Source: an optimization exercise on an open RTL-to-GDS flow (aim: a short achievable clock period and few clock cycles). Production flows keep margins and buffers that such runs may drop. Only the layout flow was run in this run; the RTL was not checked for function there. Power figures rest on the tool's default switching activity, not on a simulated workload.

## flow/run.sh

```bash
#!/bin/bash
# synth_recipe.tcl (not shown) runs the flow's synth.tcl, then flattens the netlist and writes it again
# the make line also repeats each setting of config.mk as NAME=value (left out here)
make -C /OpenROAD-flow-scripts/flow DESIGN_CONFIG=/design/flow/config.mk WORK_HOME=/design/flow/orfs CLKGATE_MAP_FILE= SYNTH_SCRIPT=/design/flow/synth_recipe.tcl finish
```

## flow/config.mk

```make
export PLATFORM = sky130hd
export DESIGN_NAME = proc
export DESIGN_NICKNAME = proc
export VERILOG_FILES = /design/flow/design.v
export SDC_FILE = /design/flow/constraint.sdc
export NUM_CORES = 4
export LEC_CHECK = 0
export ABC_CLOCK_PERIOD_IN_PS = 2500
export CAP_MARGIN = 20
export CORE_MARGIN = 2
export CORE_UTILIZATION = 40
export SETUP_SLACK_MARGIN = 5.0
export SLEW_MARGIN = 20
export SYNTH_HIERARCHICAL = 1
export TNS_END_PERCENT = 100
```

## flow/constraint.sdc

```tcl
create_clock -name core_clock -period 8.0 [get_ports {clk}]
set_input_delay 1.6000 -clock core_clock [delete_from_list [all_inputs] [get_ports {clk}]]
set_output_delay 1.6000 -clock core_clock [all_outputs]
set_load 0.01 [all_outputs]
```

## flow/design.v

```verilog
module dff (q, d, clk, rst);
    output         q;
    input          d;
    input          clk;
    input          rst;
    reg            state;
    assign q = state;
    always @(posedge clk) begin
      state <= rst? 1'b0 : d;
    end
endmodule
module not1 (in1,out);
input in1;
output out;
assign out = ~in1;
endmodule
module nand2 (in1,in2,out);
input in1,in2;
output out;
assign out = ~(in1 & in2);
endmodule
module mux2_1(InA,InB,S,Out);
   input InA,InB,S;
   output Out;
   wire   a1,a2,n1;
   not1 n5(S,n1);
   nand2 n4(InA,n1,a1);
   nand2 n2(InB,S,a2);
   nand2 n3(a1,a2,Out);
endmodule
module register (q, d, clk, rst, we);
   parameter WIDTHreg = 16;
   input [WIDTHreg-1:0] d;
   input               clk, rst, we;
   output [WIDTHreg-1:0] q;
   wire [WIDTHreg-1:0]   enabledIn;
   mux2_1 mux[WIDTHreg-1:0] (.InA (q), .InB(d), .S({WIDTHreg{we}}), .Out(enabledIn));
   dff file[WIDTHreg-1:0] (.q(q), .d(enabledIn), .clk({WIDTHreg{clk}}), .rst({WIDTHreg{rst}}));
endmodule
module rf (
           read1data, read2data, err,
           clk, rst, read1regsel, read2regsel, writeregsel, writedata, write
           );
   parameter WIDTH = 16;
   input clk, rst;
   input [2:0] read1regsel;
   input [2:0] read2regsel;
   input [2:0] writeregsel;
   input [(WIDTH-1):0] writedata;
   input        write;
   output [(WIDTH-1):0] read1data;
   output [(WIDTH-1):0] read2data;
   output        err;
   wire [(WIDTH-1):0] readData0, readData1, readData2, readData3, readData4, readData5, readData6, readData7;
   wire [(WIDTH-1):0] writeData0, writeData1, writeData2, writeData3, writeData4, writeData5, writeData6, writeData7;
   reg [(WIDTH-1):0] outData1, outData2;
   assign read1data = outData1;
   assign read2data = outData2; 
   register my_regs0 (.d(writeData0), .q(readData0), .clk(clk), .rst(rst), .we(1'b1));
   register my_regs1 (.d(writeData1), .q(readData1), .clk(clk), .rst(rst), .we(1'b1));
   register my_regs2 (.d(writeData2), .q(readData2), .clk(clk), .rst(rst), .we(1'b1));
   register my_regs3 (.d(writeData3), .q(readData3), .clk(clk), .rst(rst), .we(1'b1));
   register my_regs4 (.d(writeData4), .q(readData4), .clk(clk), .rst(rst), .we(1'b1));
   register my_regs5 (.d(writeData5), .q(readData5), .clk(clk), .rst(rst), .we(1'b1));
   register my_regs6 (.d(writeData6), .q(readData6), .clk(clk), .rst(rst), .we(1'b1));
   register my_regs7 (.d(writeData7), .q(readData7), .clk(clk), .rst(rst), .we(1'b1));
   assign writeData0 = (write & (writeregsel == 3'b000)) ? writedata : readData0;
   assign writeData1 = (write & (writeregsel == 3'b001)) ? writedata : readData1;
   assign writeData2 = (write & (writeregsel == 3'b010)) ? writedata : readData2;
   assign writeData3 = (write & (writeregsel == 3'b011)) ? writedata : readData3;
   assign writeData4 = (write & (writeregsel == 3'b100)) ? writedata : readData4;
   assign writeData5 = (write & (writeregsel == 3'b101)) ? writedata : readData5;
   assign writeData6 = (write & (writeregsel == 3'b110)) ? writedata : readData6;
   assign writeData7 = (write & (writeregsel == 3'b111)) ? writedata : readData7; 
   always @ (read1regsel, readData0, readData1, readData2, readData3, readData4, readData5,
             readData6, readData7) begin
     case (read1regsel)
       3'b000: outData1 = readData0;
       3'b001: outData1 = readData1; 
       3'b010: outData1 = readData2;  	   
       3'b011: outData1 = readData3; 
       3'b100: outData1 = readData4;  
       3'b101: outData1 = readData5;
       3'b110: outData1 = readData6;
       3'b111: outData1 = readData7;
     endcase  
   end
   always @ (read2regsel, readData0, readData1, readData2, readData3, readData4, readData5,
             readData6, readData7) begin
     case (read2regsel)
       3'b000: outData2 = readData0;
       3'b001: outData2 = readData1; 
       3'b010: outData2 = readData2;  	   
       3'b011: outData2 = readData3; 
       3'b100: outData2 = readData4;  
       3'b101: outData2 = readData5;
       3'b110: outData2 = readData6;
       3'b111: outData2 = readData7;
     endcase  
   end
endmodule
module add1(
            A,
            B,
            CI,
            Sum,
            P,
            G
            );
   input A, B, CI;
   output Sum, G, P;
   assign Sum = A ^ B ^ CI;
   assign G   = A & B;
   assign P   = A | B;
endmodule  
module cla_logic(
                 CI,
                 P,
                 G,
                 C,
                 Ggroup,
                 Pgroup);
   input CI;
   input [3:0] P, G;
   output [4:1] C;
   output       Ggroup, Pgroup;
   assign C[1] = G[0] | P[0] & CI;
   assign C[2] = G[1] | P[1] & C[1];
   assign C[3] = G[2] | P[2] & C[2];
   assign C[4] = G[3] | P[3] & C[3];
   assign Ggroup = G[3] | P[3]&G[2] | P[3]&P[2]&G[1] | P[3]&P[2]&P[1]&G[0];
   assign Pgroup = P[3]&P[2]&P[1]&P[0];
endmodule  
module add4(
            A,                   
            B,                   
            CI,                  
            Sum,                 
            CO,                  
            Pgroup,              
            Ggroup               
            );
   input [3:0] A, B;
   input       CI;
   output [3:0] Sum;
   output       CO, Ggroup, Pgroup;
   wire [3:0]   G, P;
   wire [4:1]   C;
   add1 a0(A[0], B[0],   CI, Sum[0], P[0], G[0]);
   add1 a1(A[1], B[1], C[1], Sum[1], P[1], G[1]);
   add1 a2(A[2], B[2], C[2], Sum[2], P[2], G[2]);
   add1 a3(A[3], B[3], C[3], Sum[3], P[3], G[3]);   
   cla_logic clo (CI, P, G, C, Ggroup, Pgroup);
   assign CO = C[4];
endmodule  
module add16(
            A,                   
            B,                   
            CI,                  
            Sum,                 
            CO,                  
            Ggroup,              
            Pgroup               
            );
   input [15:0] A, B;
   input       CI;
   output [15:0] Sum;
   output       CO, Ggroup, Pgroup;
   wire [3:0]   G, P;
   wire [4:1]   C;
   wire [3:0]   COX;              
   add4 a0 (A[3:0],   B[3:0],     CI, Sum[3:0],   COX[0], P[0], G[0]);
   add4 a1 (A[7:4],   B[7:4],   C[1], Sum[7:4],   COX[1], P[1], G[1]);
   add4 a2 (A[11:8],  B[11:8],  C[2], Sum[11:8],  COX[2], P[2], G[2]);
   add4 a3 (A[15:12], B[15:12], C[3], Sum[15:12], COX[3], P[3], G[3]);   
   cla_logic clo (CI, P, G, C, Ggroup, Pgroup);
   assign CO = C[4];
endmodule  
module mux16_2_1(
                 in1,            
                 in2,            
                 s,              
                 out             
                 );
   input [15:0] in1, in2;
   input        s;
   output [15:0] out;
   assign out = s ? in2 : in1;
endmodule  
module shift1(
              in,                
              op,                
              out
              );
   input [15:0] in;
   input [1:0]  op;
   output reg [15:0] out;
   parameter OP_ROL = 0;             
   parameter OP_SLL = 1;             
   parameter OP_ROR = 2;             
   parameter OP_ASR = 3;             
   always @(*) begin
      case (op)
        OP_ROL: begin
           out[15:1] = in[14:0];
           out[0]    = in[15];
        end
        OP_SLL: begin
           out[15:1] = in[14:0];
           out[0]    = 0;
        end
        OP_ROR: begin
           out[14:0] = in[15:1];
           out[15]   = in[0];
        end
        OP_ASR: begin
           out[14:0] = in[15:1];
           out[15]   = in[15];
        end        
      endcase  
   end
endmodule  
module shift2(
              in,                
              op,                
              out
              );
   input [15:0] in;
   input [1:0]  op;
   output reg [15:0] out;
   parameter OP_ROL = 0;             
   parameter OP_SLL = 1;             
   parameter OP_ROR = 2;             
   parameter OP_ASR = 3;             
   always @(*) begin
      case (op)
        OP_ROL: begin
           out[15:2] = in[13:0];
           out[1:0]  = in[15:14];
        end
        OP_SLL: begin
           out[15:2] = in[13:0];
           out[1:0]  = 0;
        end
        OP_ROR: begin
           out[13:0]  = in[15:2];
           out[15:14] = in[1:0];
        end
        OP_ASR: begin
           out[13:0] = in[15:2];
           out[15]   = in[15];
           out[14]   = in[15];
        end        
      endcase  
   end
endmodule  
module shift4(
              in,                
              op,                
              out
              );
   input [15:0] in;
   input [1:0]  op;
   output reg [15:0] out;
   parameter OP_ROL = 0;             
   parameter OP_SLL = 1;             
   parameter OP_ROR = 2;             
   parameter OP_ASR = 3;             
   always @(*) begin
      case (op)
        OP_ROL: begin
           out[15:4] = in[11:0];
           out[3:0]  = in[15:12];
        end
        OP_SLL: begin
           out[15:4] = in[11:0];
           out[3:0]  = 0;
        end
        OP_ROR: begin
           out[11:0]  = in[15:4];
           out[15:12] = in[3:0];
        end
        OP_ASR: begin
           out[11:0] = in[15:4];
           out[15]   = in[15];
           out[14]   = in[15];
           out[13]   = in[15];
           out[12]   = in[15];
        end        
      endcase  
   end
endmodule  
module shift8(
              in,                
              op,                
              out
              );
   input [15:0] in;
   input [1:0]  op;
   output reg [15:0] out;
   parameter OP_ROL = 0;             
   parameter OP_SLL = 1;             
   parameter OP_ROR = 2;             
   parameter OP_ASR = 3;             
   always @(*) begin
      case (op)
        OP_ROL: begin
           out[15:8] = in[7:0];
           out[7:0]  = in[15:8];
        end
        OP_SLL: begin
           out[15:8] = in[7:0];
           out[7:0]  = 0;
        end
        OP_ROR: begin
           out[7:0]  = in[15:8];
           out[15:8] = in[7:0];
        end
        OP_ASR: begin
           out[7:0] = in[15:8];
           out[15]   = in[15];
           out[14]   = in[15];
           out[13]   = in[15];
           out[12]   = in[15];
           out[11]   = in[15];
           out[10]   = in[15];
           out[9]    = in[15];
           out[8]    = in[15];                                 
        end        
      endcase  
   end
endmodule  
module shift16(
               In,               
               Cnt,              
               Op,               
               Out               
               );
   input [15:0] In;
   input [3:0]  Cnt;
   input [1:0]  Op;
   output [15:0] Out;
   wire [15:0] l3, sl3,          
               l2, sl2,          
               l1, sl1,          
               l0, sl0;          
   shift8 s8 (l3, Op, sl3);
   shift4 s4 (l2, Op, sl2);
   shift2 s2 (l1, Op, sl1);
   shift1 s1 (l0, Op, sl0);
   assign l3 = In;
   mux16_2_1 m3 (l3, sl3, Cnt[3], l2);
   mux16_2_1 m2 (l2, sl2, Cnt[2], l1);
   mux16_2_1 m1 (l1, sl1, Cnt[1], l0);
   mux16_2_1 m0 (l0, sl0, Cnt[0], Out);   
endmodule  
module btr_calc(Rs, Rd);
input[15:0] Rs;
output[15:0] Rd;
assign Rd[15] = Rs[0];
assign Rd[14] = Rs[1];
assign Rd[13] = Rs[2];
assign Rd[12] = Rs[3];
assign Rd[11] = Rs[4];
assign Rd[10] = Rs[5];
assign Rd[9] = Rs[6];
assign Rd[8] = Rs[7];
assign Rd[7] = Rs[8];
assign Rd[6] = Rs[9];
assign Rd[5] = Rs[10];
assign Rd[4] = Rs[11];
assign Rd[3] = Rs[12];
assign Rd[2] = Rs[13];
assign Rd[1] = Rs[14];
assign Rd[0] = Rs[15];
endmodule
module ALU (
            A,                   
            B,                   
            Op,                  
            sign,                
            Out,                 
            OFL,                 
            Zero                 
            );
   input [15:0] A, B;
   input [4:0]  Op;
   input        sign;
   output reg [15:0] Out;
   output            OFL, Zero;
   parameter ADD   = 0;
   parameter SUB   = 1;
   parameter OR    = 2;
   parameter AND   = 3;
   parameter ROL   = 4;
   parameter SLL   = 5;
   parameter ROR   = 6;
   parameter SRA   = 7;
   parameter ST    = 8;
   parameter LD    = 9;
   parameter STU   = 10;
   parameter BTR   = 11;
   parameter SEQ   = 12;
   parameter SLT   = 13;
   parameter SLE   = 14;
   parameter SCO   = 15;
   parameter BEQZ  = 16;
   parameter BNEZ  = 17;
   parameter BLTZ  = 18;
   parameter LBI   = 19;
   parameter SLBI  = 20;
   parameter JINST = 21;
   parameter JAL   = 22;
   parameter JR    = 23;
   parameter JALR  = 24;
   parameter RET   = 25;
   parameter SIIC  = 26;
   parameter RTI   = 27;
   parameter NOP   = 28;
   parameter HALT  = 29;
   wire signed [15:0] opA;
   wire signed [15:0] opB;
   wire [15:0]        shifter_Out;
   reg [1:0]          shifter_op;
   wire [15:0]        add_Sum;
   wire               add_CO, add_P, add_G;
   wire [15:0]        btr_rd;              
   wire               OFL_signed, OFL_unsigned;
   shift16 shifter (opA, opB[3:0], shifter_op, shifter_Out); 
   add16   adder   (.A(opA),
                    .B(opB),
                    .CI(Cin),
                    .Sum(add_Sum), 
                    .CO(add_CO), 
                    .Ggroup(add_G),
                    .Pgroup(add_P));
   btr_calc btr(.Rs(opA), .Rd(btr_rd));
   wire               sub = (Op == SUB);
   assign opA = sub ? B     : A;
   assign opB = sub ? ~A    : B;
   assign Cin = sub ? 1'b1  : 1'b0;
   assign OFL_signed = ( opA[15] &  opB[15] & ~add_Sum[15]) |   
                       (~opA[15] & ~opB[15] &  add_Sum[15]);    
   assign OFL_unsigned = add_CO;
   assign OFL = sign ? OFL_signed : OFL_unsigned;
   assign Zero = (opA == 16'h0000) ? 1'b1 : 1'b0;		 
   always @ (Op, add_Sum, add_CO, shifter_Out, opA, opB, btr_rd) begin
      shifter_op = 2'b00;
      case (Op)
        ADD   : Out = add_Sum;
        SUB   : Out = add_Sum;
        ROR   : begin
	   shifter_op = 2'b10;
	   Out = shifter_Out;
	end	
        SRA   : begin
	   shifter_op = 2'b11;
	   Out = shifter_Out;
	end
	ROL   : begin
	   shifter_op = 2'b00;
	   Out = shifter_Out;
	end
	SLL   : begin
	   shifter_op = 2'b01;
	   Out = shifter_Out;
	end
	OR    : Out = opA | opB;
        AND   : Out = opA & opB;
	LD    : Out = add_Sum;
	ST    : Out = add_Sum; 
	STU   : Out = add_Sum;
	BTR   : Out = btr_rd;
	SEQ   : Out = (opA == opB) ? 16'h0001 : 16'h0000;
	SLT   : Out = opA < opB;
	SLE   : Out = opA <= opB;
	BLTZ  : Out = (opA[15]) ? 16'hFFFF : 16'h0000;	 
	SCO   : Out = add_CO;
	LBI   : Out = opB;
	SLBI  : Out = {opA[7:0], 8'b0} | opB;
	JR    : Out = add_Sum;
	JALR  : Out = add_Sum;
	RET   : Out = opB;		 
	SIIC  : Out = 16'b0; 	 
        RTI   : Out = 16'b0;		 
	NOP   : Out = 16'b0;		 
	HALT  : Out = 16'b0;		 
        default:
          Out = 16'hbada;
      endcase
   end
endmodule  
module alu_op_decode (instr, alu_op);
input [15:0] instr;
output [4:0] alu_op;
parameter ADD   = 0;
parameter SUB   = 1;
parameter OR    = 2;
parameter AND   = 3;
parameter ROL   = 4;
parameter SLL   = 5;
parameter ROR   = 6;
parameter SRA   = 7;
parameter ST    = 8;
parameter LD    = 9;
parameter STU   = 10;
parameter BTR   = 11;
parameter SEQ   = 12;
parameter SLT   = 13;
parameter SLE   = 14;
parameter SCO   = 15;
parameter BEQZ  = 16;
parameter BNEZ  = 17;
parameter BLTZ  = 18;
parameter LBI   = 19;
parameter SLBI  = 20;
parameter JINST = 21;
parameter JAL   = 22;
parameter JR    = 23;
parameter JALR  = 24;
parameter RET   = 25;
parameter SIIC  = 26;
parameter RTI   = 27;
parameter NOP   = 28;
parameter HALT  = 29;
reg [4:0] op;
wire [6:0] instr_op;
assign instr_op = {instr[15:11], instr[1:0]};
assign alu_op = op;
always @ (*) begin
	casex (instr_op)
	7'b1101100 : op = ADD;
	7'b1101101 : op = SUB;
	7'b1101110 : op = OR;
	7'b1101111 : op = AND;
	7'b1101000 : op = ROL;
	7'b1101001 : op = SLL;
	7'b1101010 : op = ROR;
	7'b1101011 : op = SRA;
	7'b00000xx : op = HALT;
	7'b00001xx : op = NOP;
	7'b01000xx : op = ADD;
	7'b01001xx : op = SUB;
	7'b01010xx : op = OR;
	7'b01011xx : op = AND;
	7'b10100xx : op = ROL;
	7'b10101xx : op = SLL;
	7'b10110xx : op = ROR;
	7'b10111xx : op = SRA;
	7'b10000xx : op = ST;
	7'b10001xx : op = LD;
	7'b10011xx : op = STU;
	7'b11001xx : op = BTR;
	7'b11100xx : op = SEQ;
	7'b11101xx : op = SLT;
	7'b11110xx : op = SLE;
	7'b11111xx : op = SCO;
	7'b01100xx : op = BEQZ;
	7'b01101xx : op = BNEZ;
	7'b01111xx : op = BLTZ;
	7'b11000xx : op = LBI;
	7'b10010xx : op = SLBI;
	7'b00100xx : op = JINST;
	7'b00101xx : op = JR;
	7'b00110xx : op = JAL;
	7'b00111xx : op = JALR;
	7'b01110xx : op = RET;
	7'b00010xx : op = SIIC;
	7'b00011xx : op = RTI;
	default	  : op = 5'b11111;
	endcase
end
endmodule
module alu_operand_decode (instr, rsVal, rtVal, opA, opB);
   input [15:0] instr;
   input [15:0] rsVal;
   input [15:0] rtVal;
   output [15:0] opA;
   output [15:0] opB;
   reg [15:0]    opBVal;
   wire [6:0]    op;
   assign opA = rsVal;
   assign opB = opBVal;
   assign op = {instr[15:11], instr[1:0]};
   always @ (*) begin
      casex (op)
	7'b1101100 :  
	  opBVal = rtVal;
	7'b1101101 :  
	  opBVal = rtVal;
	7'b1101110 :  
	  opBVal = rtVal;
	7'b1101111 :  
	  opBVal = rtVal;
	7'b1101000 :  
	  opBVal = rtVal;
	7'b1101001 :  
	  opBVal = rtVal;
	7'b1101010 :  
	  opBVal = rtVal;
	7'b1101011 :  
	  opBVal = rtVal;
	7'b00000xx :  
	  opBVal = 16'b0;	 
	7'b00001xx :  
	  opBVal = 16'b0;	 
	7'b01000xx :  
	  opBVal = {{11{instr[4]}}, instr[4:0]};  
	7'b01001xx :  
	  opBVal = {{11{instr[4]}}, instr[4:0]};  
	7'b01010xx :  
	  opBVal = {11'b0, instr[4:0]};		 
	7'b01011xx :  
	  opBVal = {11'b0, instr[4:0]};		 
	7'b10100xx :  
	  opBVal = {11'b0, instr[4:0]};		 
	7'b10101xx :  
	  opBVal = {11'b0, instr[4:0]};		 
	7'b10110xx :  
	  opBVal = {11'b0, instr[4:0]};		 
	7'b10111xx :  
	  opBVal = {11'b0, instr[4:0]};		 
	7'b10000xx :  
	  opBVal = {{11{instr[4]}}, instr[4:0]};  
	7'b10001xx :  
	  opBVal = {{11{instr[4]}}, instr[4:0]};  
	7'b10011xx :  
	  opBVal = {{11{instr[4]}}, instr[4:0]};  
	7'b11001xx :  
	  opBVal = 16'b1;	 
	7'b11100xx :  
	  opBVal = rtVal;
	7'b11101xx :  
	  opBVal = rtVal;
	7'b11110xx :  
	  opBVal = rtVal;
	7'b11111xx :  
	  opBVal = rtVal;
	7'b01100xx :  
	  opBVal = {{8{instr[7]}}, instr[7:0]};		 
	7'b01101xx :  
	  opBVal = {{8{instr[7]}}, instr[7:0]};		 
	7'b01111xx :  
	  opBVal = {{8{instr[7]}}, instr[7:0]};		 
	7'b11000xx :  
	  opBVal = {{8{instr[7]}}, instr[7:0]};		 
	7'b10010xx :  
	  opBVal = {8'b0, instr[7:0]};					 
	7'b00100xx :  
	  opBVal = {{5{instr[10]}}, instr[10:0]};	 
	7'b00101xx :  
	  opBVal = {{8{instr[7]}}, instr[7:0]};		 
	7'b00110xx :  
	  opBVal = {{5{instr[10]}}, instr [10:0]};  
	7'b00111xx :  
	  opBVal = {{8{instr[7]}}, instr[7:0]};		 
	7'b01110xx :  
	  opBVal = rtVal;
	7'b00010xx :  
	  opBVal = 16'b0;   
	7'b00011xx :  
	  opBVal = 16'b0;   
	default	  : opBVal = 16'b1;	
      endcase
   end
endmodule
module alu_destination_decode (instr, rd, we_reg);
   input [15:0] instr;
   output reg [2:0] rd;
   output reg       we_reg;
   wire [2:0]       rd_imm, rd_reg, rd_ld_imm;
   assign rd_imm = instr[7:5];
   assign rd_reg = instr[4:2];
   assign rd_ld_imm = instr[10:8];
   wire [6:0]       op;
   assign op = {instr[15:11], instr[1:0]};
   always @ (*) begin
      casex (op)
	7'b1101100 : begin  
	   rd = rd_reg;
	   we_reg = 1'b1;
	end
	7'b1101101 : begin  
	   rd = rd_reg;
	   we_reg = 1'b1;
	end
	7'b1101110 : begin  
	   rd = rd_reg;
	   we_reg = 1'b1;
	end
	7'b1101111 : begin 
	   rd = rd_reg;
	   we_reg = 1'b1;
	end
	7'b1101000 : begin  
	   rd = rd_reg;
	   we_reg = 1'b1;
	end
	7'b1101001 : begin  
	   rd = rd_reg;
	   we_reg = 1'b1;
        end
	7'b1101010 : begin  
	   rd = rd_reg;
	   we_reg = 1'b1;
	end
	7'b1101011 : begin 
	   rd = rd_reg;
	   we_reg = 1'b1;
        end
	7'b11100xx : begin  
	   rd = rd_reg;
	   we_reg = 1'b1;
        end
	7'b11101xx : begin 
	   rd = rd_reg;
	   we_reg = 1'b1;
        end
	7'b11110xx : begin 
	   rd = rd_reg;
           we_reg = 1'b1;
	end
	7'b11111xx : begin  
	   rd = rd_reg;
	   we_reg = 1'b1;
        end
	7'b11001xx : begin  
	   rd = rd_reg;
           we_reg = 1'b1;
	end
	7'b01000xx : begin  
	   rd = rd_imm;
	   we_reg = 1'b1;
        end
	7'b01001xx : begin 
	   rd = rd_imm;
           we_reg = 1'b1;
        end
	7'b01010xx : begin 
	   rd = rd_imm;
	   we_reg = 1'b1;
        end
	7'b01011xx : begin  
	   rd = rd_imm;
           we_reg = 1'b1;
        end
	7'b10100xx : begin  
	   rd = rd_imm;
           we_reg = 1'b1;
        end
	7'b10101xx : begin  
	   rd = rd_imm;
           we_reg = 1'b1;
        end
	7'b10110xx : begin  
	   rd = rd_imm;
           we_reg = 1'b1;
	end
	7'b10111xx : begin  
	   rd = rd_imm;
 	   we_reg = 1'b1;
        end
	7'b10001xx : begin  
	   rd = rd_imm;
	   we_reg = 1'b1;
        end
	7'b11000xx : begin  
	   rd = rd_ld_imm;
	   we_reg = 1'b1;
	end
	7'b10010xx : begin 
	   rd = rd_ld_imm;
	   we_reg = 1'b1;
	end
	7'b00110xx : begin  
	   rd = 3'd7;
	   we_reg = 1'b1;
	end
	7'b00111xx : begin  
	   rd = 3'd7;
	   we_reg = 1'b1;
	end
  	7'b10011xx : begin  
	   rd = rd_ld_imm;
	   we_reg = 1'b1;
	end
	7'b10000xx : begin  
           rd = 3'd0;
           we_reg = 1'b0;
        end
	7'b01100xx : begin  
           rd = 3'd0;
	   we_reg = 1'b0;
        end
	7'b01101xx : begin  
           rd = 3'd0;
	   we_reg = 1'b0;
        end
	7'b01111xx : begin  
           rd = 3'd0;
	   we_reg = 1'b0;
        end
	7'b00100xx : begin  
           rd = 3'd0;
	   we_reg = 1'b0;
        end
	7'b00101xx : begin  
           rd = 3'd0;
	   we_reg = 1'b0;
        end
	7'b01110xx : begin  
           rd = 3'd0;
	   we_reg = 1'b0;
        end
	7'b00010xx : begin  
           rd = 3'd0;
	   we_reg = 1'b0;
        end
	7'b00011xx : begin  
           rd = 3'd0;
	   we_reg = 1'b0;
        end
	7'b00000xx : begin  
           rd = 3'd0;
	   we_reg = 1'b0;
        end
	7'b00001xx : begin  
           rd = 3'd0;
	   we_reg = 1'b0;
        end
	default	  : begin
           rd = 3'd0;
           we_reg = 1'b0;
        end
      endcase
   end
endmodule
module branch_logic (op, zero, top_alu, bt);
   input [4:0] op;
   input       zero;
   input       top_alu;
   output reg  bt;
   parameter BEQZ = 5'b01100;
   parameter BNEZ = 5'b01101;
   parameter BLTZ = 5'b01111;
   parameter JUMP = 5'b00100;
   parameter JR   = 5'b00101;
   parameter JAL  = 5'b00110;
   parameter JALR = 5'b00111;
   parameter RET  = 5'b01110;
   always@(*) begin
      case (op)
	BEQZ : bt = (zero == 1'b1) ? 1'b1 : 1'b0;
	BNEZ : bt = (zero == 1'b1) ? 1'b0 : 1'b1;
	BLTZ : bt = (zero == 1'b0 && top_alu == 1'b1) ? 1'b1 : 1'b0;
        JUMP : bt = 1;
        JR   : bt = 1;
        JAL  : bt = 1;
        JALR : bt = 1;
        RET  : bt = 1;
        default : bt = 0;
      endcase
   end
endmodule
module brj_addr_calc (instr, next_pc, dest_addr);
   input [15:0] instr;
   input [15:0] next_pc;
   output [15:0] dest_addr;
   wire [4:0]    op;
   wire          co, G, P;
   reg [15:0]    sextVal;
   assign op = instr[15:11];
   add16 add (.A(sextVal), .B(next_pc), .CI(1'b0), .Sum(dest_addr), .CO(co), .Ggroup(G), .Pgroup (P));
   always @ (*) begin
      case (op)
	5'b01100 : begin   
	   sextVal = {{8{instr[7]}}, instr[7:0]};		
	end
	5'b01101 : begin   
	   sextVal = {{8{instr[7]}}, instr[7:0]}; 
	end
	5'b01111 : begin	 
	   sextVal = {{8{instr[7]}}, instr[7:0]};
	end
	5'b00100 : begin	 
	   sextVal = {{5{instr[10]}}, instr[10:0]};
	end
	5'b00110 : begin   
	   sextVal = {{5{instr[10]}}, instr[10:0]};
	end
	default :  begin
	   sextVal = 16'b0;
	end			
      endcase
   end
endmodule
module next_pc_addr (instr, pc_inc, alu_out, brj_dest, bt, stall, next_pc, pc);
   input [15:0] instr;
   input [15:0] pc_inc;
   input [15:0] pc;
   input [15:0] alu_out;
   input [15:0] brj_dest;
   input        bt;
   input        stall;
   output [15:0] next_pc;
   wire [4:0]        op;
   reg [15:0] br_pc;
   assign op = instr[15:11];
   assign next_pc = (stall & ~bt) ? pc : br_pc; 
   always @ (*) begin
         case (op)
	   5'b01100 : begin	 
	      br_pc = (bt == 1'b1) ? brj_dest : pc_inc;
	   end
	   5'b01101 : begin   
	      br_pc = (bt == 1'b1) ? brj_dest : pc_inc;
	   end
	   5'b01111 : begin   
	      br_pc = (bt == 1'b1) ? brj_dest : pc_inc;
	   end
	   5'b00100 : begin   
	      br_pc = brj_dest;	
	   end
	   5'b00101 : begin   
	      br_pc = alu_out;
	   end
	   5'b00110 : begin   
	      br_pc = brj_dest;
	   end
	   5'b00111 : begin   
	      br_pc = alu_out;
	   end
	   5'b01110 : begin   
	      br_pc = alu_out;
	   end
	   5'b00011 : begin   
	      br_pc = alu_out;
	   end
	   default : begin
	      br_pc = pc_inc;
	   end
         endcase  
   end
endmodule
module mem_decode_logic (instr, e_mem, wr_mem, halt);
   input [15:0] instr;
   output reg   halt;		 
   output reg   e_mem;
   output reg   wr_mem;
   wire [6:0]   op;
   assign op = {instr[15:11], instr[1:0]};
   always @ (*) begin
      casex (op)
	7'b10001xx : begin  
	   wr_mem = 1'b0;
	   e_mem = 1'b1;
	   halt = 1'b0;
        end
	7'b10011xx : begin 
	   wr_mem = 1'b1;
	   e_mem = 1'b1;
	   halt = 1'b0;
	end
	7'b10000xx : begin  
	   wr_mem = 1'b1;
           e_mem = 1'b1;
	   halt = 1'b0;
	end 
	7'b00000xx : begin  
	   wr_mem = 1'b0;
	   e_mem = 1'b0;
	   halt = 1'b1;
        end      
	default	  : begin
	   e_mem = 1'b0;
	   wr_mem = 1'b0;
	   halt = 1'b0;
        end
      endcase
   end
endmodule
module dest_data_decode (instr, next_pc, alu_out, mem_out, rdata);
   input [15:0] instr;
   input [15:0] next_pc;
   input [15:0] alu_out;
   input [15:0] mem_out;
   output reg [15:0] rdata;
   wire [6:0]        op; 
   assign op = {instr[15:11], instr[1:0]};
   always @ (*) begin
      casex (op)
	7'b1101100 :  
	  rdata = alu_out;
	7'b1101101 :  
	  rdata = alu_out;
	7'b1101110 :  
	  rdata = alu_out;
	7'b1101111 :  
	  rdata = alu_out;
	7'b1101000 :  
	  rdata = alu_out;
	7'b1101001 :  
	  rdata = alu_out;
	7'b1101010 :  
	  rdata = alu_out;
	7'b1101011 :  
	  rdata = alu_out;
	7'b11100xx :  
	  rdata = alu_out;
	7'b11101xx :  
	  rdata = alu_out;
	7'b11110xx :  
	  rdata = alu_out;
	7'b11111xx :  
	  rdata = alu_out;
	7'b11001xx :  
	  rdata = alu_out;
	7'b01000xx :  
	  rdata = alu_out;
	7'b01001xx :  
	  rdata = alu_out;
	7'b01010xx :  
	  rdata = alu_out;
	7'b01011xx :  
	  rdata = alu_out;
	7'b10100xx :  
	  rdata = alu_out;
	7'b10101xx :  
	  rdata = alu_out;
	7'b10110xx :  
	  rdata = alu_out;
	7'b10111xx :  
	  rdata = alu_out;
	7'b10001xx :  
	  rdata = mem_out;
	7'b11000xx :  
	  rdata = alu_out;
	7'b10010xx :  
	  rdata = alu_out;
	7'b00110xx :  
	  rdata = next_pc;
	7'b00111xx :  
	  rdata = next_pc;
	7'b10011xx :  
	  rdata = alu_out;   
	default	  : rdata = 16'b0;
      endcase
   end
endmodule
module proc(
	    clk,
	    rst,
	    imem_rdata,
	    dmem_rdata,
	    imem_addr,
	    dmem_addr,
	    dmem_wdata,
	    dmem_en,
	    dmem_wr,
	    halt
	    );
   input clk;
   input rst;
   input [15:0] imem_rdata;
   input [15:0] dmem_rdata;
   output [15:0] imem_addr;
   output [15:0] dmem_addr;
   output [15:0] dmem_wdata;
   output        dmem_en;
   output        dmem_wr;
   output        halt;
   localparam OP_HALT = 5'b00000, OP_J = 5'b00100, OP_JR = 5'b00101, OP_JAL = 5'b00110,
              OP_JALR = 5'b00111, OP_ADDI = 5'b01000, OP_SUBI = 5'b01001, OP_ORI = 5'b01010,
              OP_ANDI = 5'b01011, OP_BEQZ = 5'b01100, OP_BNEZ = 5'b01101, OP_RET = 5'b01110,
              OP_BLTZ = 5'b01111, OP_ST = 5'b10000, OP_LD = 5'b10001, OP_SLBI = 5'b10010,
              OP_STU = 5'b10011, OP_LBI = 5'b11000, OP_BTR = 5'b11001, OP_SHR = 5'b11010,
              OP_ALR = 5'b11011, OP_SEQ = 5'b11100, OP_SLT = 5'b11101, OP_SLE = 5'b11110,
              OP_SCO = 5'b11111;
   reg [15:0] pc;
   reg [15:0] ras;            
   reg        ras_v;
   reg        d_v;
   reg [2:0]  d_rs, d_rt, d_dst;
   reg [7:0]  d_i8;
   reg [15:0] d_imm, d_pc2, d_tgt;
   reg        d_pt;           
   reg        d_wr, d_rrr, d_agu, d_ret, d_jr, d_ld, d_st, d_stu, d_lbi, d_slbi, d_call, d_halt;
   reg        d_beqz, d_bnez, d_bltz;
   reg        d_sum, d_sub, d_or, d_and, d_shl, d_shr, d_rot, d_btr, d_seq, d_slt, d_sle, d_sco;
   reg        x_wr, x_ld, x_en, x_we, x_halt, x_beqz, x_bnez, x_bltz, x_pt, x_ev;
   reg [2:0]  x_dst;
   reg [15:0] x_A, x_B, x_S, x_addr, x_early, x_ebyp, x_pc2, x_tgt;
   reg        x_sub;
   reg        x_s_sum, x_s_or, x_s_and, x_s_shl, x_s_shr, x_s_btr, x_s_seq, x_s_slt, x_s_sle,
              x_s_sco, x_s_slbi, x_s_early, x_rot;
   reg [15:0] rf [0:7];
   reg [15:0] d_rfa, d_rft;   
   reg        d_rfa_z;        
   reg        x_zk, x_zv, x_nk, x_nv;  
   reg        fa_x, ft_x, fa_w, ft_w, f7_x;  
   reg        w_wr;           
   reg [2:0]  w_dst;
   reg [15:0] w_res;
   wire        stall, x_redir, d_redir;
   wire        d_go = d_v & ~stall & ~x_redir;
   wire        d_bres, d_bmis, d_jrr;
   wire [15:0] d_btgt;
   wire [15:0] x_rtgt, agu, x_res;
   wire [15:0] fi = imem_rdata;
   wire [4:0]  fop = fi[15:11];
   wire [15:0] pc2 = pc + 16'd2;
   wire [15:0] f_tt;
   wire [15:0] tk8, tk11;
   wisc_kadd a8  (.a({1'b0, pc[15:1]}), .b({1'b0, {8{fi[7]}}, fi[7:1]}),  .ci(1'b1), .s(tk8),  .co());
   wisc_kadd a11 (.a({1'b0, pc[15:1]}), .b({1'b0, {5{fi[10]}}, fi[10:1]}), .ci(1'b1), .s(tk11), .co());
   wisc_tsel tsel (.fi(fi), .t8(tk8), .t11(tk11), .tgt(f_tt));
   wire        f_isj    = (fop == OP_J) | (fop == OP_JAL);
   wire        f_isbr   = (fop == OP_BEQZ) | (fop == OP_BNEZ) | (fop == OP_BLTZ);
   wire        f_isret  = (fop == OP_RET);
   wire        f_iscall = (fop == OP_JAL) | (fop == OP_JALR);
   wire        f_brt    = f_isbr & (fi[7] | (fop == OP_BNEZ));
   wire        f_take   = f_isj | f_brt;
   wire [15:0] f_seq    = (f_isret & ras_v) ? ras : pc2;
   wire        s_x = x_redir;
   wire        s_d = d_v & ~stall & ~x_redir & d_jrr;
   wire        s_b = d_v & ~stall & ~x_redir & d_bmis;
   wire        s_h = stall & ~x_redir;
   wire        s_n = ~x_redir & ~d_redir & ~stall;
   wire [15:0] pc_rest = ({16{s_x}} & x_rtgt) | ({16{s_b}} & d_btgt) | ({16{s_h}} & pc) |
                         ({16{s_n & ~f_take}} & f_seq);
   wire [15:0] pc_next;
   wisc_ao3 pcmux (.s1(s_n & f_take & ~rst), .a(f_tt), .s2(s_d & ~rst), .b(agu),
                   .s3(~(s_n & f_take) & ~s_d & ~rst), .c(pc_rest),
                   .y(pc_next));
   always @(posedge clk) begin
      pc <= pc_next;
   end
   always @(posedge clk) begin
      if (rst)
        ras_v <= 1'b0;
      else if (f_iscall) begin
         ras_v <= 1'b1;
         ras <= pc2;
      end
   end
   assign imem_addr = pc;
   wire f_alr  = (fop == OP_ALR);
   wire f_rfmt = (fop == OP_BTR) | (fop == OP_SHR) | f_alr | (fop[4:2] == 3'b111);
   wire f_ifmt = (fop[4:2] == 3'b010) | (fop[4:2] == 3'b101) | (fop == OP_LD);
   wire f_sfmt = (fop == OP_LBI) | (fop == OP_SLBI) | (fop == OP_STU);
   wire [2:0] f_dst = f_iscall ? 3'd7 : f_sfmt ? fi[10:8] : f_ifmt ? fi[7:5] : fi[4:2];
   wire f_shi  = (fop[4:2] == 3'b101);
   wire f_shr_r = (fop == OP_SHR);
   wire [1:0] f_shop = f_shr_r ? fi[1:0] : fop[1:0];
   reg  [15:0] f_imm;
   always @(*) begin
      case (fop)
        OP_ADDI, OP_SUBI, OP_ST, OP_LD, OP_STU: f_imm = {{11{fi[4]}}, fi[4:0]};
        OP_LBI, OP_JR, OP_JALR:                 f_imm = {{8{fi[7]}}, fi[7:0]};
        OP_SLBI:                                f_imm = {8'd0, fi[7:0]};
        default:                                f_imm = {11'd0, fi[4:0]};
      endcase
   end
   wire [2:0] n_rs = stall ? d_rs : fi[10:8];
   wire [2:0] n_rt = stall ? d_rt : fi[7:5];
   wire       n_xw = d_go & d_wr;
   always @(posedge clk) begin
      d_rfa <= rf[n_rs];
      d_rfa_z <= (rf[n_rs] == 16'd0);
      d_rft <= rf[n_rt];
      fa_x <= n_xw & (d_dst == n_rs);
      ft_x <= n_xw & (d_dst == n_rt);
      f7_x <= n_xw & (d_dst == 3'd7);
      fa_w <= x_wr & (x_dst == n_rs);
      ft_w <= x_wr & (x_dst == n_rt);
   end
   always @(posedge clk) begin
      if (rst | x_redir | d_redir)
        d_v <= 1'b0;
      else if (!stall)
        d_v <= 1'b1;
      if (!stall) begin
         d_rs   <= fi[10:8];
         d_rt   <= fi[7:5];
         d_i8   <= fi[7:0];
         d_dst  <= f_dst;
         d_imm  <= f_imm;
         d_pc2  <= pc2;
         d_tgt  <= f_isret ? ras : f_tt;
         d_pt   <= f_isret ? ras_v : f_brt;
         d_wr   <= f_rfmt | f_ifmt | f_sfmt | f_iscall;
         d_rrr  <= f_shr_r | f_alr | (fop[4:2] == 3'b111);
         d_agu  <= (fop == OP_LD) | (fop == OP_ST) | (fop == OP_STU) | (fop == OP_JR) | (fop == OP_JALR);
         d_ret  <= f_isret;
         d_jr   <= (fop == OP_JR) | (fop == OP_JALR);
         d_ld   <= (fop == OP_LD);
         d_st   <= (fop == OP_ST) | (fop == OP_STU);
         d_stu  <= (fop == OP_STU);
         d_lbi  <= (fop == OP_LBI);
         d_slbi <= (fop == OP_SLBI);
         d_call <= f_iscall;
         d_halt <= (fop == OP_HALT);
         d_beqz <= (fop == OP_BEQZ);
         d_bnez <= (fop == OP_BNEZ);
         d_bltz <= (fop == OP_BLTZ);
         d_sub  <= (fop == OP_SUBI) | (f_alr & (fi[1:0] == 2'b01));
         d_sum  <= (fop == OP_ADDI) | (fop == OP_SUBI) | (f_alr & ~fi[1]);
         d_or   <= (fop == OP_ORI) | (f_alr & (fi[1:0] == 2'b10));
         d_and  <= (fop == OP_ANDI) | (f_alr & (fi[1:0] == 2'b11));
         d_shl  <= (f_shi | f_shr_r) & ~f_shop[1];
         d_shr  <= (f_shi | f_shr_r) & f_shop[1];
         d_rot  <= ~f_shop[0];
         d_btr  <= (fop == OP_BTR);
         d_seq  <= (fop == OP_SEQ);
         d_slt  <= (fop == OP_SLT);
         d_sle  <= (fop == OP_SLE);
         d_sco  <= (fop == OP_SCO);
      end
   end
   wire        a_fx = fa_x;
   wire        t_fx = ft_x;
   wire [15:0] a_rf = fa_w ? w_res : d_rfa;
   wire [15:0] t_rf = ft_w ? w_res : d_rft;
   wire [15:0] a_val, t_val, b_val;
   wisc_mux16 amux (.s(a_fx), .a(x_res), .b(a_rf), .y(a_val));
   wisc_mux16 tmux (.s(t_fx), .a(x_res), .b(t_rf), .y(t_val));
   wire        b_fx = d_rrr & t_fx;
   wire [15:0] b_oth = d_rrr ? t_rf : d_imm;
   wisc_mux16 bmux (.s(b_fx), .a(x_res), .b(b_oth), .y(b_val));
   wire [15:0] base = a_fx ? x_ebyp : a_rf;
   wire        base_ok = ~a_fx | x_ev;
   wire [15:0] sum_b;
   wisc_kadd aadd (.a(base), .b(d_imm), .ci(1'b0), .s(sum_b), .co());
   wire        r7_fx = f7_x;
   wire [15:0] r7 = r7_fx ? x_ebyp : rf[7];
   wire        r7_ok = ~r7_fx | x_ev;
   assign agu = d_ret ? r7 : sum_b;
   assign stall = d_v & ((d_agu & ~base_ok) | (d_ret & ~r7_ok));
   wire ret_hit = d_pt & (r7 == d_tgt);
   wire [15:0] t_e  = t_fx ? x_ebyp : t_rf;
   wire        t_ok = ~t_fx | x_ev;
   wire [15:0] ez_b = d_rrr ? t_e : d_imm;
   wire [15:0] ez_a = base ^ {16{d_sub}};
   wire [15:0] ez_p = ez_b ^ ez_a;
   wire [15:0] ez_o = ez_b | ez_a;
   wire        ez_add = (ez_p == {ez_o[14:0], d_sub});
   wire        ez_eq  = (base == t_e);
   wire        ez_ult = (base[14:0] < t_e[14:0]);
   wire        ez_lt  = (base[15] & ~t_e[15]) | (~(base[15] ^ t_e[15]) & ez_ult);
   wire        ez_cmp = (d_seq & ez_eq) | (d_slt & ez_lt) | (d_sle & (ez_lt | ez_eq));
   wire        d_cmp  = d_seq | d_slt | d_sle;
   always @(posedge clk) begin
      if (rst | ~d_go) begin
         x_wr <= 1'b0; x_ld <= 1'b0; x_en <= 1'b0; x_we <= 1'b0; x_halt <= 1'b0;
         x_beqz <= 1'b0; x_bnez <= 1'b0; x_bltz <= 1'b0;
      end else begin
         x_wr <= d_wr; x_ld <= d_ld; x_en <= d_ld | d_st; x_we <= d_st; x_halt <= d_halt;
         x_beqz <= d_beqz & ~d_bres; x_bnez <= d_bnez & ~d_bres; x_bltz <= d_bltz & ~d_bres;
      end
      x_dst <= d_dst;
      x_A <= a_val;
      x_B <= b_val;
      x_S <= t_val;
      x_addr <= sum_b;
      x_early <= d_stu ? sum_b : d_call ? d_pc2 : d_imm;
      x_ebyp <= d_stu ? sum_b : d_call ? d_pc2 : d_lbi ? d_imm : {base[7:0], d_i8};
      x_ev <= d_stu | d_call | d_lbi | (d_slbi & base_ok);
      x_zk <= d_call | d_lbi | ((d_slbi | (d_cmp & t_ok) | (d_sum & (~d_rrr | t_ok))) & base_ok);
      x_zv <= d_call ? (d_pc2 == 16'd0) : d_lbi ? (d_imm == 16'd0) : d_slbi ? ({base[7:0], d_i8} == 16'd0) :
              d_sum ? ez_add : ~ez_cmp;
      x_nk <= d_call | d_lbi | (d_slbi & base_ok) | d_cmp;
      x_nv <= d_call ? d_pc2[15] : d_lbi ? d_imm[15] : d_slbi & base[7];
      x_pc2 <= d_pc2;
      x_tgt <= d_tgt;
      x_pt <= d_pt;
      x_sub <= d_sub;
      x_s_sum <= d_sum; x_s_or <= d_or; x_s_and <= d_and;
      x_s_shl <= d_shl; x_s_shr <= d_shr; x_rot <= d_rot;
      x_s_btr <= d_btr; x_s_seq <= d_seq; x_s_slt <= d_slt; x_s_sle <= d_sle;
      x_s_sco <= d_sco; x_s_slbi <= d_slbi; x_s_early <= d_stu | d_call | d_lbi;
   end
   wire [15:0] ax = x_A ^ {16{x_sub}};
   wire [15:0] sum;
   wire        c16;
   wisc_kadd xadd (.a(x_B), .b(ax), .ci(x_sub), .s(sum), .co(c16));
   wire        ult = (x_A[14:0] < x_B[14:0]);
   wire        eq  = (x_A == x_B);
   wire        slt = (x_A[15] & ~x_B[15]) | (~(x_A[15] ^ x_B[15]) & ult);
   wire [3:0]  n = x_B[3:0];
   wire [15:0] l0 = n[0] ? {x_A[14:0], x_rot ? x_A[15]    : 1'b0}  : x_A;
   wire [15:0] l1 = n[1] ? {l0[13:0],  x_rot ? l0[15:14]  : 2'b0}  : l0;
   wire [15:0] l2 = n[2] ? {l1[11:0],  x_rot ? l1[15:12]  : 4'b0}  : l1;
   wire [15:0] l3 = n[3] ? {l2[7:0],   x_rot ? l2[15:8]   : 8'b0}  : l2;
   wire        sg = x_A[15];
   wire [15:0] r0 = n[0] ? {x_rot ? x_A[0]   : sg,       x_A[15:1]} : x_A;
   wire [15:0] r1 = n[1] ? {x_rot ? r0[1:0]  : {2{sg}},  r0[15:2]}  : r0;
   wire [15:0] r2 = n[2] ? {x_rot ? r1[3:0]  : {4{sg}},  r1[15:4]}  : r1;
   wire [15:0] r3 = n[3] ? {x_rot ? r2[7:0]  : {8{sg}},  r2[15:8]}  : r2;
   wire [15:0] btr;
   genvar gi;
   generate for (gi = 0; gi < 16; gi = gi + 1) begin : g_btr
      assign btr[gi] = x_A[15-gi];
   end endgenerate
   wire [15:0] x_oth = ({16{x_s_or}} & (x_A | x_B)) | ({16{x_s_and}} & (x_A & x_B)) |
                  ({16{x_s_shl}} & l3) | ({16{x_s_shr}} & r3) | ({16{x_s_btr}} & btr) |
                  ({16{x_s_slbi}} & {x_A[7:0], x_B[7:0]}) |
                  ({16{x_s_early}} & x_early) | ({16{x_ld}} & dmem_rdata) |
                  {15'd0, (x_s_seq & eq) | (x_s_slt & slt) | (x_s_sle & (slt | eq))};
   wisc_fin xfin (.s(x_s_sum), .a(sum), .sc(x_s_sco), .c(c16), .o(x_oth), .y(x_res));
   wire a_zero = (x_A == 16'd0);
   wire taken  = (x_beqz & a_zero) | (x_bnez & ~a_zero) | (x_bltz & x_A[15]);
   assign x_redir = (x_beqz | x_bnez | x_bltz) & (taken ^ x_pt);
   assign x_rtgt = taken ? x_tgt : x_pc2;
   always @(posedge clk) begin
      if (x_wr)
        rf[x_dst] <= x_res;
   end
   always @(posedge clk) begin
      if (rst)
        w_wr <= 1'b0;
      else
        w_wr <= x_wr;
      w_dst <= x_dst;
      w_res <= x_res;
   end
   wire        d_zero = a_fx ? x_zv : fa_w ? (w_res == 16'd0) : d_rfa_z;
   wire        d_neg  = a_fx ? x_nv : fa_w ? w_res[15] : d_rfa[15];
   wire        d_rok  = ~a_fx | (d_bltz ? x_nk : x_zk);
   wire        d_isbr = d_beqz | d_bnez | d_bltz;
   wire        d_tk   = (d_beqz & d_zero) | (d_bnez & ~d_zero) | (d_bltz & d_neg);
   assign d_bres = d_isbr & d_rok;
   assign d_bmis = d_bres & (d_tk ^ d_pt);
   assign d_btgt = d_tk ? d_tgt : d_pc2;
   assign d_jrr  = d_jr | (d_ret & ~ret_hit);
   assign d_redir = d_v & ~stall & ~x_redir & (d_jrr | d_bmis);
   assign dmem_addr = x_addr;
   assign dmem_wdata = x_S;
   assign dmem_en = x_en;
   assign dmem_wr = x_we;
   assign halt = x_halt;
endmodule
module wisc_mux16 (s, a, b, y);
   input        s;
   input [15:0] a, b;
   output [15:0] y;
   assign y = s ? a : b;
endmodule
module wisc_tsel (fi, t8, t11, tgt);
   input [15:0] fi, t8, t11;
   output [15:0] tgt;
   wire        isj = (fi[15:13] == 3'b001) & ~fi[11];
   assign tgt = isj ? {t11[14:0], fi[0]} : {t8[14:0], fi[0]};
endmodule
module wisc_ao3 (s1, a, s2, b, s3, c, y);
   input        s1, s2, s3;
   input [15:0] a, b, c;
   output [15:0] y;
   assign y = ({16{s1}} & a) | ({16{s2}} & b) | ({16{s3}} & c);
endmodule
module wisc_fin (s, a, sc, c, o, y);
   input        s, sc, c;
   input [15:0] a, o;
   output [15:0] y;
   assign y = ({16{s}} & a) | {15'd0, sc & c} | o;
endmodule
module wisc_x16 (a, b, y);
   input [15:0] a, b;
   output [15:0] y;
   assign y = a ^ b;
endmodule
module wisc_a16 (a, b, y);
   input [15:0] a, b;
   output [15:0] y;
   assign y = a & b;
endmodule
module wisc_o16 (a, b, y);
   input [15:0] a, b;
   output [15:0] y;
   assign y = a | b;
endmodule
module wisc_pfx (g, o, ci, c);
   input [15:0] g, o;
   input        ci;
   output [16:0] c;
   wire [16:0] g0 = {g, ci};
   wire [16:0] p0 = {o, 1'b0};
   wire [16:0] g1, p1, g2, p2, g3, p3, g4, p4, g5;
   genvar i;
   generate for (i = 0; i < 17; i = i + 1) begin : k
      if (i >= 1)  begin assign g1[i] = g0[i] | (p0[i] & g0[i-1]);  assign p1[i] = p0[i] & p0[i-1];  end
      else         begin assign g1[i] = g0[i];                       assign p1[i] = p0[i];            end
      if (i >= 2)  begin assign g2[i] = g1[i] | (p1[i] & g1[i-2]);  assign p2[i] = p1[i] & p1[i-2];  end
      else         begin assign g2[i] = g1[i];                       assign p2[i] = p1[i];            end
      if (i >= 4)  begin assign g3[i] = g2[i] | (p2[i] & g2[i-4]);  assign p3[i] = p2[i] & p2[i-4];  end
      else         begin assign g3[i] = g2[i];                       assign p3[i] = p2[i];            end
      if (i >= 8)  begin assign g4[i] = g3[i] | (p3[i] & g3[i-8]);  assign p4[i] = p3[i] & p3[i-8];  end
      else         begin assign g4[i] = g3[i];                       assign p4[i] = p3[i];            end
      if (i >= 16) begin assign g5[i] = g4[i] | (p4[i] & g4[i-16]);                                  end
      else         begin assign g5[i] = g4[i];                                                        end
   end endgenerate
   assign c = g5;
endmodule
module wisc_kadd (a, b, ci, s, co);
   input [15:0] a, b;
   input        ci;
   output [15:0] s;
   output        co;
   wire [15:0] p, g, o;
   wire [16:0] c;
   wisc_x16 ux (.a(a), .b(b), .y(p));
   wisc_a16 ua (.a(a), .b(b), .y(g));
   wisc_o16 uo (.a(a), .b(b), .y(o));
   wisc_pfx up (.g(g), .o(o), .ci(ci), .c(c));
   wisc_x16 us (.a(p), .b(c[15:0]), .y(s));
   assign co = c[16];
endmodule
```

==> flow_summary.yaml <==
global_routing:
  grt_pass1_vias: 22700
  grt_start_max_net_pins: 73
  gr-total-overflow: 0
  grt_pass1_wl_mm: 148
  grt_use_total_pct: 27.8
  grt_antenna_before_repair: 6
detailed_routing:
  via_count: 23600
  avgViaCountPerCell: 6.07
  antenna_left: 0
  wl_per_cell_um: 26.2
  drt_iter0_drc: 3146
  drtPass1Iterations: 8
  drc_errors: 0
  wirelength_mm: 102
clocking:
  clkSinkCount: 451
  cts-root-buf: "clkbuf_16"
  h-tree-depth: 2
  clkTransAtPathRegs_ns: 0.07
  insertion_delay_ns: 0.63
  cts_tree: "yes"
  cts_max_path_buffers: 3
  cts_buffers: 50
  hold_buffers: 0
die:
  pin_count: 85
  core.rowCount: 96
  die_w_um: 266
  die_h_um: 266
  start_util_pct: 40.3
  dieArea_sq_um: 70900
  fp.coreArea_sq_um: 68300
job:
  maxCapViolations: 0
power_and_ir_drop:
  p_per_area_nw_per_um2: 226
  vdd_drop_max_uv: 174
  power.leakage_uw: 0.0144
sta:
  rsz0062_at_grt: "yes"
  fmax_mhz: 286
  setup_viol: 0
  hold_viol_final: 0
  worst_pin_slew_ns: 1.07
  slew_viol_final: 0
  finClkSkew_ns: 0.0535
  fin_setup_tns_ns: 0
  layout_min_cycle_time_ns: 3.49
  finalCritPeriodShare_pct: 43.6
  relSlewSlack_pct: 28.9
critical_path:
  cp-endpoint: "pc[14]"
  criticalPathCategory: "reg -> reg"
  r2r_slack_ns: 4.51
  reg2reg_from: "fa_w"
  cp-end-kind: "register"
  required_ns: 8.52
  worstPathMaxFanout: 5
  timing.rr.end: "pc[14]"
  cp-startpoint: "fa_w"
  reg2reg_depth: 16
  start_kind: "register"
  cp.arrival_ns: 4.01
placed_design:
  port_buffers: 84
  place_congestion: 0.956
  dp_hpwl_mm: 67.9
  placed_area_sq_um: 29300
logic_synthesis:
  netlist_area_sq_um: 27500
  synthCells: 2777
  yosysWarningCount: 7
  avgSynthCellArea_sq_um: 9.91
layout:
  num-nets-final: 3071
  drive_gt1_share_pct: 24.6
  nFillCells: 6025
  area_growth_pct: 24.2
  final_area_sq_um: 34200
worst_hold_path:
  min_path_type: "reg -> reg"
status:
  outcome: "timing/DRC/antenna clean"
## area by class of cell
type / count / area [sq um] / share of cell area (%)
diodes: 1 / 2.50 / 0.00732
repair buffers: 293 / 3080 / 9.02
clock inverters: 23 / 273 / 0.798
repair inverters: 1 / 7.51 / 0.0220
inverters: 88 / 388 / 1.13
clock buffers: 71 / 1470 / 4.31
flip-flops and latches: 451 / 11300 / 33.1
well taps: 882 / 1100 / 3.23
multi-input cells: 2072 / 16500 / 48.4
## per-stage QoR
| stage | util (%) | hold slack [ns] | worst slack (ns) | cells | total power (uW) |
|---|---|---|---|---|---|
| detailed placement | 42.8 | 0.335 | 2.81 | 3628 | 4850 |
| global route | 50.0 | 0.351 | 4.44 | 3881 | 8010 |
| finish | 50.0 | 0.344 | 4.51 | 3882 | 7740 |
| CTS | 48.7 | 0.347 | 4.53 | 3836 | 7550 |
| global placement | 42.8 | 0.333 | 2.84 | 3628 | 4810 |
| floorplan | - | 0.323 | 4.16 | 2781 | 4130 |
## cell usage in the layout, fill, tap and decap left out, types with 17 or more instances in the layout
cell type	n
xor2_1	145
dlygate4sd2_1	50
buf_4	131
dfxtp_4	19
xnor2_1	51
or2_1	38
mux2_2	71
mux2i_1	135
edfxtp_1	219
a211oi_1	27
buf_12	28
clkbuf_16	57
a21o_1	52
and2_1	67
nand2_1	269
mux2_4	63
o211ai_1	25
ha_1	80
inv_1	70
nand3_1	98
clkdlybuf4s50_1	18
a22oi_1	20
o21ai_0	88
buf_6	44
mux2i_4	21
nand4_1	22
a31oi_1	17
nor2b_1	19
nor3_1	19
or2_4	25
nand2b_1	38
nor2_1	138
dfxtp_1	207
nor4_1	18
a21oi_1	96
a221oi_1	23
mux4_2	21
## report_power, final
group          internal, uW  switching, uW
sequential             2700            224
clock                  1430           1020
combinational          1060           1320
total                  5180           2560
## worst min path at each step
stage / start / end / slack (ns) / cells past startpoint
after detailed placement: d_sco / x_s_sco / 0.33 / 0
after global placement: d_shl / x_s_shl / 0.33 / 0
after CTS: d_rot / x_rot / 0.35 / 0
after floorplan: d_rot / x_rot / 0.32 / 0
final: d_rot / x_rot / 0.34 / 0
after global routing: d_or / x_s_or / 0.35 / 0
## metal layers
| layer | track usage, % | routed length [um] |
|---|---|---|
| met5 | 0 | 76 |
| met4 | 11.7 | 4570 |
| met3 | 4.06 | 8690 |
| met2 | 44.4 | 46400 |
| met1 | 37.8 | 42100 |
## flip-flops by register name, indices dropped and copies added, names as in the netlist, 3 cells and up
| name | cells |
|---|---|
| x_S | 16 |
| d_rft | 16 |
| x_addr | 16 |
| x_ebyp | 16 |
| pc | 16 |
| d_i8 | 8 |
| d_tgt | 16 |
| x_B | 16 |
| x_early | 11 |
| x_pc2 | 16 |
| d_pc2 | 16 |
| x_A | 16 |
| x_dst | 3 |
| w_res | 16 |
| rf | 128 |
| d_rt | 3 |
| d_dst | 3 |
| d_imm | 4 |
| x_tgt | 16 |
| d_rfa | 16 |
| d_rs | 3 |
| ras | 16 |
## timing repair
item,CTS,global route
resized for setup,460,102
pin swaps,70,54
cloned,8,4
setup endpoints to repair,396,177
buffers inserted,106,41
## critical path, stage by stage (launching register included)
cell and delay (ns):
dfxtp_4 0.37, buf_12 0.13, buf_4 0.12, mux2_4 0.34, mux2i_4 0.18, inv_2 0.09, and2_4 0.18, a21oi_4 0.17
a21boi_2 0.09, o311a_4 0.39, or2_4 0.27, o31a_1 0.27, xor2_2 0.19, nor2_1 0.12, a21oi_1 0.06, a222oi_1 0.31
inv_1 0.08

==> port drivers added, routing unchanged <==
The flow's constraints put no driver on any port. The routed layout listed below was extracted and timed again, unchanged, in two steps. Step 1 sets driving cells, clkbuf_16 on the clock port and buf_2 on the other inputs (assumed; they add their load-dependent delay and slew). Step 2 adds t to the input delays and takes it off the output delays; t is the mean of the earliest and latest rising clock arrival at the registers after step 1. Input paths then give back, and output paths get back, about the clock's delay inside the block. Three values: ideal ports, drivers, drivers and shift; two values: the first two.
t, ns: 0.667
setup WS [ns]: 4.508 / 4.486 / 3.819
hold slack, ns: 0.344 / 0.344 / 0.344
slew at the worst register clock pin (ns): 0.07 / 0.07
worst data-port slew with drivers (ns): 0.22
After both steps setup and hold are still met in this run. The setup slack of this run moves by -0.022 ns with the drivers and by -0.689 ns with both steps.
